This is an optimization exercise on Yosys and OpenROAD, whose aim is small area, a short achievable clock period and few clock cycles per item, not a production implementation.
In this exercise RTL edits were held to simulation tests only and were not proved equivalent to the original.

===== design/flow/design.v =====
`timescale 1ns / 1ps
module fixedPointSquareroot(
    input [22:0] Y,
    output wire [23:0] result
);
    wire [23:0] Y_new = {1'b1, Y};  
    wire [5:0] Y_cap = Y[22:17];
    reg [8:0] R_LUT [0:63];
    reg [27:0] M_LUT [0:63];
    initial begin
        $readmemb("lutR.mem", R_LUT);
        $readmemb("lutM.mem", M_LUT);
    end
    wire [8:0] R = R_LUT[Y_cap];
    wire [27:0] M = M_LUT[Y_cap];
    wire [31:0] product = R * Y_new;
    wire [23:0] A_raw = product[31:8] - 24'h800000;
    wire [23:0] A = A_raw[23] ? (~A_raw + 1'b1) : A_raw;  
    wire [6:0] A2 = A[15:9];
    wire [6:0] A3 = A[8:2];
    wire [23:0] A2_square = (A2 * A2) >> 5;
    wire [23:0] A2_cube = (A2 * A2 * A2) >> 19;
    wire [23:0] A2_A3_prod = (A2 * A3) >> 12;
    wire [23:0] term1 = 24'h800000;
    wire [23:0] term2 = A_raw[23] ? (A >> 1) : ({2'b0, A[23:1]});
    wire [23:0] term3 = A2_square >> 3;
    wire [23:0] term4 = A2_A3_prod >> 2;
    wire [23:0] term5 = A2_cube >> 4;
    wire [23:0] B = A_raw[23]
        ? (term1 - term2 - term3 - term4 - term5)
        : (term1 + term2 - term3 - term4 + term5);
    wire [50:0] prod = M * B;
    assign result = prod[50:27];
endmodule
`timescale 1ns / 1ps
module SquareRoot(
    input clk,
    input rst,
    input in_valid,
    input [31:0] floating_point_in,
    output out_valid,
    output reg [31:0] result
);
    reg [31:0] x_q;
    reg        v_q;
    always @(posedge clk) begin
        if (rst) v_q <= 1'b0;
        else     v_q <= in_valid;
        x_q <= floating_point_in;
    end
    assign out_valid = v_q;
    wire sign = x_q[31];
    wire [7:0] exponent = x_q[30:23];
    wire [22:0] mantissa = x_q[22:0];
    wire is_nan = (exponent == 8'hFF) && (mantissa != 0);
    wire is_pos_inf = (sign == 1'b0) && (exponent == 8'hFF) && (mantissa == 0);
    wire is_neg_inf = (sign == 1'b1) && (exponent == 8'hFF) && (mantissa == 0);
    wire is_zero = (exponent == 8'h00) && (mantissa == 0);
    wire [8:0] exp_sum = {1'b0, exponent} + 9'd127;
    wire [7:0] sqrt_exponent = exp_sum[8:1];
    wire [23:0] fixed_sqrt_result;
    fixedPointSquareroot sqrt_inst (
        .Y(mantissa),
        .result(fixed_sqrt_result)
    );
    parameter ROOT2 = 24'hB504F3;  
    reg [23:0] sqrt_mantissa;
    reg [46:0] product;
    always @* begin
        sqrt_mantissa = fixed_sqrt_result;
        product = 47'd0;
        if (exponent[0] == 0) begin
            product = (sqrt_mantissa * ROOT2);
            sqrt_mantissa = product[46:23] + 1'b1;
        end
        if (is_nan) begin
            result = 32'h7FC00000;
        end else if (is_pos_inf) begin
            result = 32'h7F800000;
        end else if (is_neg_inf) begin
            result = 32'h7FC00000;
        end else if (is_zero) begin
            result = 32'h00000000;
        end else if (sign == 1) begin
            result = 32'h7FC00000;
        end else begin
            result = {1'b0, sqrt_exponent, sqrt_mantissa[22:0]};
        end
    end
endmodule

===== design/flow/lutM.mem =====
1000000000000000000000000000
1000000100000011000010100010
1000001000001100010100100100
1000001100011100000110011000
1000010000110010101001010001
1000010100001000001010100100
1000010111100001110001110101
1000011100001010100001101110
1000011111101110001101110111
1000100011010110011101110010
1000100111000011011011010110
1000101010110101010000111001
1000101110101100001001010001
1000110010101000001111110110
1000110101010011010011110010
1000111001011000100010001111
1000111101100011100000001001
1001000000011000110001100110
1001000100101101110010100111
1001000111101001111110010010
1001001010101001000010110010
1001001111001101001110100010
1001010010010011110110010110
1001010101011101101000011110
1001011000101010101010010100
1001011011111011000001100010
1001011111001110110011111110
1001100010100110000111101100
1001100110000001000011000000
1001101001011111101100011110
1001101101000010001010111011
1001110000101000100101011101
1001110100010011000011011101
1001111000000001101100101000
1001111001111010100111111001
1001111101101111110000111111
1010000001101001011001111100
1010000011100111111101001001
1010000111101000100110110001
1010001001101010101111100011
1010001101110010101111001101
1010001111111000101000100111
1010010100001000010101001011
1010010110010010001011000010
1010011010101001111100111100
1010011100110111111011111001
1010100001011000001101010100
1010100011101010100010111010
1010100101111110011000100011
1010101010101010101010101010
1010101101000011001010100100
1010101111011101010001011000
1010110001111001000000111011
1010110100010110011011000110
1010111001010110010110111100
1010111011111000111100100101
1010111110011101010100110011
1011000001000011100001101100
1011000011101011100101011011
1011000110010101100010010000
1011001001000001011010011011
1011001011101111010000010101
1011001110011111000110010111
1011010001010000111111000000

===== design/flow/lutR.mem =====
100000000
011111100
011111000
011110100
011110000
011101101
011101010
011100110
011100011
011100000
011011101
011011010
011010111
011010100
011010010
011001111
011001100
011001010
011000111
011000101
011000011
011000000
010111110
010111100
010111010
010111000
010110110
010110100
010110010
010110000
010101110
010101100
010101010
010101000
010100111
010100101
010100011
010100010
010100000
010011111
010011101
010011100
010011010
010011001
010010111
010010110
010010100
010010011
010010010
010010000
010001111
010001110
010001101
010001100
010001010
010001001
010001000
010000111
010000110
010000101
010000100
010000011
010000010
010000001

===== design/flow/run.sh =====
#!/bin/bash
# synth_recipe.tcl (not shown) runs the flow's synth.tcl, then flattens the netlist and writes it again
# the make line also repeats each setting of config.mk as NAME=value (left out here)
make -C /OpenROAD-flow-scripts/flow DESIGN_CONFIG=/design/flow/config.mk WORK_HOME=/design/flow/orfs CLKGATE_MAP_FILE= SYNTH_SCRIPT=/design/flow/synth_recipe.tcl finish

===== design/flow/config.mk =====
export PLATFORM = sky130hd
export DESIGN_NAME = SquareRoot
export DESIGN_NICKNAME = SquareRoot
export VERILOG_FILES = /design/flow/design.v
export SDC_FILE = /design/flow/constraint.sdc
export NUM_CORES = 4
export LEC_CHECK = 0
export CAP_MARGIN = 20
export CORE_MARGIN = 2
export CORE_UTILIZATION = 40
export SLEW_MARGIN = 20

===== design/flow/constraint.sdc =====
create_clock -name core_clock -period 35.0 [get_ports {clk}]
set_input_delay 7.0000 -clock core_clock [delete_from_list [all_inputs] [get_ports {clk}]]
set_output_delay 7.0000 -clock core_clock [all_outputs]
set_load 0.01 [all_outputs]

==> results by group <==
STA
  – Fmax achieved: 29.6 MHz
  – Fin crit period: 33800 ps
  – Setup ws final: 1200 ps
  – Least-Margin Pin Slew: 1100 ps
  – Final setup viols: 0
  – Final hold violations: 0
  – Post-route clock period utilization: 0.966
  – Max transition margin: 0.266
  – Pins Over Slew Limit: 0
  – Fin Setup TNS: 0 ps

Logic synthesis
  – Synth warnings: 2
  – Synth Area per Inst: 8.31 um^2
  – Post-synthesis cell area: 46900 um^2
  – Mapped Nets: 7131
  – Netlist cell types: 99
  – Number of synthesized flops with an enable pin: 0
  – Top cell type's share of synthesized area: 0.376
  – Synth Instances: 5641
  – Async S/R FF share, synth: 0
  – Synth top area cells: fa_1, ha_1, inv_1
  – Yosys top cell by area: fa_1
  – Yosys reg bits: 68
  – Post-synth top flop: dfxtp_1
  – Sequential share of the synthesized area: 0.0290

GRT
  – GRT met1 Usage: 0.348
  – Number of global-route vias before repair: 40072
  – Grt met2 use: 0.370
  – Grt met3 use: 0.0330
  – GRT Util Overall: 0.238
  – Pin count of the biggest net entering global routing: 87
  – Layer with the highest usage: met2
  – Initial antenna violation count: 3
  – Grt ovf: 0
  – First-pass GRT wire length: 227 mm

Hold path
  – Worst hold path type: in -> reg
  – Worst hold path depth: 1

Routing
  – Initial DRC count: 2871
  – Drt pass-1 iters: 6
  – Post-route ant nets: 0
  – Via count: 38293
  – DRC: 0
  – Vias per cell: 5.35
  – DRT Wirelength: 140 mm
  – Wirelength per Cell: 19.6 um

Placement
  – GPL Wtd Cong: 0.948
  – Pre-CTS setup slack: -591 ps
  – Dpl cell area: 49600 um^2
  – Hpwl dp: 114 mm
  – I/O Buffers: 66

Finish
  – Most frequent cells in the layout: inv_1, fa_1, nand2_1, ha_1, and2_1
  – Fraction of layout instances using a drive strength above 1: 0.0673
  – Most common cell after layout, fill and taps aside: inv_1
  – Final net count: 7114
  – Post-route cell area: 50800 um^2
  – Layout overhead on the synthesized area: 8.39%

Run status
  – Run status: timing/DRC/antenna clean

Clock tree
  – Total clock sinks: 68
  – H-tree depth: 3
  – CTS root buffer: clkbuf_16
  – CTS tree: done
  – Num CTS Buffers: 9
  – Maximum clock path buffer count: 2
  – Clk slew on worst S/H paths: 70 ps

Floorplanning
  – Die Y-Extent: 346 um
  – Die span in x: 346 um
  – Core area: 116000 um^2
  – I/O pins: 68
  – DIE AREA: 120000 um^2
  – Initial Utilization: 0.404
  – FP Rows: 125

Worst setup path
  – Setup crit end kind: output port
  – Crit-path max FO: 16
  – Cell mode on critical path: fa_1
  – CP max-delay cell: dfxtp_1
  – Kind of critical path: reg -> out
  – CP arrival: 26800 ps
  – Crit start category: register
  – Slowest Stage Delay on Critical Path: 670 ps
  – WP data required: 28000 ps

Job
  – Max-cap viol count: 0
per-stage QoR:
stage	hold slack (ps)	utilization	instances
floorplan	7030	-	5641
global placement	7450	0.427	7104
detailed placement	7450	0.427	7104
CTS	7050	0.430	7124
global route	7060	0.437	7153
finish	7050	0.437	7154
final timing paths:
kind | startpoint | endpoint | slack, ps
setup / recovery | x_q[0] | result[21] | 1200
hold / removal | floating_point_in[4] | x_q[4] | 7050
cell type report:
class | count | area (um^2)
antenna | 1 | 2.50
multi-input combinational | 4098 | 40700
tap | 1524 | 1910
fill | 11566 | 65400
timing repair buffer | 223 | 1890
clock inverter | 4 | 32.5
inverter | 1224 | 4590
sequential | 68 | 1420
clock buffer | 12 | 256
cells by family after synthesis:
group,count (synthesis),share of synthesized area
fa+ha+maj,1455,0.529
buf+inv,1475,0.118
xor+xnor,215,0.0405
simple gates,1614,0.164
flops,68,0.0290
other cells,1,0.0000800
mux,40,0.00971
compound gates,773,0.109
state kept, by name (all words and copies together), names as in the netlist:
register and flops:
sqrt_inst.M 26, sqrt_inst.R 9, v_q 1, x_q 32
layer usage:
metal	routed length [um]	part of all wire
met4	3370	0.024
met5	0	0
met1	65200	0.46
met3	10300	0.073
met2	61700	0.44
cells in the mapped netlist, types with 50 or more instances:
cell type	number
a211oi_1	50
a21o_1	80
a21oi_1	220
and2_1	324
clkbuf_1	219
dfxtp_1	68
fa_1	881
ha_1	574
inv_1	1220
nand2_1	712
nand3_1	60
nor2_1	243
nor3_1	52
o21ai_0	147
xnor2_1	127
xor2_1	86
critical path, delay by kind of cell, from the launching register on:
| family | cells | cell delay [ps] |
|---|---|---|
| adder cells (fa/ha/maj) | 30 | 12490 |
| AO/OA/AOI/OAI | 26 | 5190 |
| AND/OR/NAND/NOR | 18 | 4890 |
| buffers and inverters | 21 | 2060 |
| XOR/XNOR | 5 | 940 |
| flip-flops | 1 | 670 |
| multiplexers | 1 | 140 |
timing repair:
action / CTS / global route
hold buffers: 0 / 0
setup endpoints to repair: 16 / 21
resized for setup: 35 / 138
setup buffers: 4 / 28
pin swaps: 5 / 19
Testbench counts, summed over its fixed seeds: cycles 16,008, items 16,000.

## re-timing with driven ports
The results above use ideal ports. As a check the final layout listed here was re-extracted and re-timed, cells and wires unchanged. Step 1: set_driving_cell puts a clkbuf_16 on clk and a buf_2 on each other input, an assumption about the parent block. Step 2 adds t to the input delays and takes it off the output delays; t is the mean of the earliest and latest rising clock arrival at the registers after step 1. Input paths then give back, and output paths get back, about the clock's delay inside the block. a / b / c = ideal / step 1 / step 2; a / b = the first two.
t (ns): 0.418
setup slack, ns: 1.201 / 1.153 / 1.571
clock arrival spread, ns: 0.019 / 0.019
worst data-port slew with drivers (ns): 0.10
After both steps this run still meets setup and hold. The setup slack of this run moves by -0.048 ns with the drivers and by +0.370 ns with both steps.
